Background: an optimization exercise with open tools, aiming at small area. Do not read the settings as production practice.
Only simulation tests tie the RTL to the original design; equivalence was not proved.
No activity file was given, so power comes from the tool's default toggle rates.

## job 2925
Design xc3s_uart, start of the top module:
module xc3s_uart(
    input  wire CLK_50M,  
    input  wire ARST,  
    input wire UART_RX,  
    output wire UART_TX,  
    input wire UART_RX_A,  
    output wire UART_TX_A,  
    input wire [2:0] BTN,
    input wire [7:0] SWT,
    output wire [7:0] LED,
    output wire [3:0] SSG_AN_n,  
    output wire [6:0] SSG_n,  
    output wire SSG_DP_n  
    );
localparam [7:0] CR = 8'h0D;
wire clk = CLK_50M;
reg [2:0] rst_delay;  
wire rst = ~rst_delay[2];
always @(posedge clk) begin
    if ( !rst_delay[2] ) begin
        rst_delay <= rst_delay + 3'd1;
    end
    if ( ARST ) begin
        rst_delay <= 0;
    end
end
wire [7:0] uart1_rx_d;
wire uart1_rx_dv;
wire [7:0] uart1_tx_d;
wire uart1_tx_ld;
wire uart1_tx_dr;
wire uart1_tx_dr_next;
uart_rx #(.RESET_DATA(0)) uart1_rx(
    .clk(clk),
    .rst(rst),
    .rx(UART_RX),
    .d(uart1_rx_d),
    .dv(uart1_rx_dv)
    );
uart_tx #(.EARLY(1)) uart1_tx(
    .clk(clk),
    .rst(rst),
    .din(uart1_tx_d),
    .ld(uart1_tx_ld),
    .dr(uart1_tx_dr),
    .dr_next(uart1_tx_dr_next),
    .tx(UART_TX)
    );
wire [7:0] uart2_rx_d;
wire uart2_rx_dv;
wire uart2_tx_dr;
wire uart2_tx_dr_next;
uart_rx #(.RESET_DATA(1)) uart2_rx(
    .clk(clk),
    .rst(rst),
    .rx(UART_RX_A),
    .d(uart2_rx_d),
    .dv(uart2_rx_dv)
    );
uart_tx #(.EARLY(0)) uart2_tx(
    .clk(clk),
    .rst(rst),
    .din(uart1_rx_d),
    .ld(uart1_rx_dv & uart2_tx_dr),
    .dr(uart2_tx_dr),
    .dr_next(uart2_tx_dr_next),
    .tx(UART_TX_A)
    );
wire [4:0] io_rx_d;
wire io_rx_dv;
wire rx_fifo_nz;
wire [7:0] io_tx_d;
reg io_tx_dv;
wire io_tx_dr;
uart_io console(
    .clk(clk),
    .rst(rst),
    .io_rx_d(io_rx_d),
    .io_rx_dv(io_rx_dv),
    .rx_fifo_nz(rx_fifo_nz),
    .io_tx_d(io_tx_d),
    .io_tx_dv(io_tx_dv),
    .io_tx_dr(io_tx_dr),
    .rx_d(uart1_rx_d),
    .rx_dv(uart1_rx_dv),
    .tx_d(uart1_tx_d),
    .tx_ld(uart1_tx_ld),
    .tx_dr(uart1_tx_dr),
    .tx_dr_next(uart1_tx_dr_next)
    );
reg [10:0] clk_count;
reg [1:0] ssg_an_sel;
wire clk_ones = &clk_count[9:0];
wire clk_tick = clk_ones & clk_count[10];  
always @(posedge clk) begin
    clk_count <= {clk_count[9:0], ~( clk_count[10] ^ clk_count[8] ) ^ clk_ones};
    if ( clk_tick ) begin
        ssg_an_sel <= ssg_an_sel + 2'd1;
    end
  ...
For scale: about 810 cells after synthesis, roughly 37 I/O pins, roughly 8800 um2 of cells after synthesis.
==> flow/config.mk <==
export PLATFORM = sky130hd
export DESIGN_NAME = xc3s_uart
export DESIGN_NICKNAME = xc3s_uart
export VERILOG_FILES = /design/flow/design.v
export SDC_FILE = /design/flow/constraint.sdc
export NUM_CORES = 4
export LEC_CHECK = 0
export CAP_MARGIN = 20
export CORE_MARGIN = 2
export CORE_UTILIZATION = 40
export PLACE_DENSITY = 0.85
export SLEW_MARGIN = 20
==> flow/constraint.sdc <==
create_clock -name core_clock -period 20.0 [get_ports {CLK_50M}]
set_input_delay 4.0000 -clock core_clock [delete_from_list [all_inputs] [get_ports {CLK_50M}]]
set_output_delay 4.0000 -clock core_clock [all_outputs]
set_load 0.01 [all_outputs]
standard.sh (not shown) runs the stock make flow with config.mk's settings and CLKGATE_MAP_FILE= SYNTH_SCRIPT=/design/flow/synth_recipe.tcl, a recipe that flattens the netlist after the stock synthesis.
==> flow/flow/run.sh <==
#!/bin/bash
# The standard layout (standard.sh), with three changes to how it is made:
# - synthesis leaves adders to ABC (no half/full adder cell extraction) and
#   maps the logic with an area-oriented ABC script (flow/abc.script: &deepsyn,
#   then delay-relaxed &nf), in place of ORFS's abc_speed.script;
# - port buffers are buf_1 cells;
# - the clock tree uses clkbuf_4 cells in clusters of up to 10 sinks, without
#   dummy loads.
set -euo pipefail
rm -rf scripts_abc
cp -r "$FLOW_HOME/scripts" scripts_abc
cp flow/abc.script scripts_abc/abc_speed.script
export BUFFER_PORTS_ARGS="-buffer_cell sky130_fd_sc_hd__buf_1"
export CTS_ARGS="-sink_clustering_enable -repair_clock_nets -dont_use_dummy_load -buf_list sky130_fd_sc_hd__clkbuf_4 -sink_clustering_size 10 -sink_clustering_max_diameter 60"
ADDER_MAP_FILE= SCRIPTS_DIR="$PWD/scripts_abc" bash standard.sh synth > synth.log 2>&1
bash standard.sh > layout.log 2>&1
==> flow/flow/abc.script <==
&get -n
&st
&deepsyn -T 30
&dch -f
&nf -R 1000 -p -F 8 -A 4
&put
topo
stime -c
dnsize -c
Here is what was changed in the inputs of job 4759 compared with job 2925.
--- a/flow/design.v
+++ b/flow/design.v
@@ -483,13 +483,14 @@
     if ( rst ) begin
         ssg_on <= 4'b1111;
         ssg_dp <= 4'b1111;
         ssg_digit[0] <= 0;
         ssg_digit[1] <= 0;
         ssg_digit[2] <= 0;
         ssg_digit[3] <= 0;
         u_rx_count <= 0;
         u_rxd_param[3:0] <= 0;
+        u_txd <= 0;
         u_tx_count <= 3'd7;
     end
 end
 endmodule  
Notes after the runs:
- Final routed wirelength across all metal layers shrinks slightly when moving from job 2925 to job 4759.
- Portion of total power attributed to the clock network: job 4759 > job 2925
- Final cell area excluding filler cells: lower on job 4759
- Worst-case setup margin in the final layout ends up higher on job 2925.
- Between job 4759 and job 2925, the number of different library cells in the post-synthesis netlist is lower for job 4759.

static timing again, ports no longer ideal:
No port has a modelled driver above. Below, the same layouts with a new extraction and two added sets of constraints. Step 1 (the two cells are an assumption about what drives the block):
set clk [get_ports {CLK_50M}]
set_driving_cell -lib_cell sky130_fd_sc_hd__clkbuf_16 $clk
set_driving_cell -lib_cell sky130_fd_sc_hd__buf_2 [delete_from_list [all_inputs] $clk]
Step 2 times the ports against the registers' clock, not the clock port: input delays grow and output delays shrink by t, the midpoint of the rising clock arrivals with the driver on. a / b / c = ideal ports / drivers / drivers and shift; a / b = the first two.
| run | shift t [ns] | slack for setup (ns) | worst register clock-pin slew, ns |
|---|---|---|---|
| job 2925 | 0.661 | 11.570 / 11.550 / 11.550 | 0.11 / 0.11 |
| job 4759 | 0.651 | 11.565 / 11.542 / 11.542 | 0.11 / 0.11 |
After both steps setup and hold are still met in every run listed. For job 4759, which loses most, drivers alone change the setup slack by -0.023 ns; drivers and shift together by -0.023 ns.
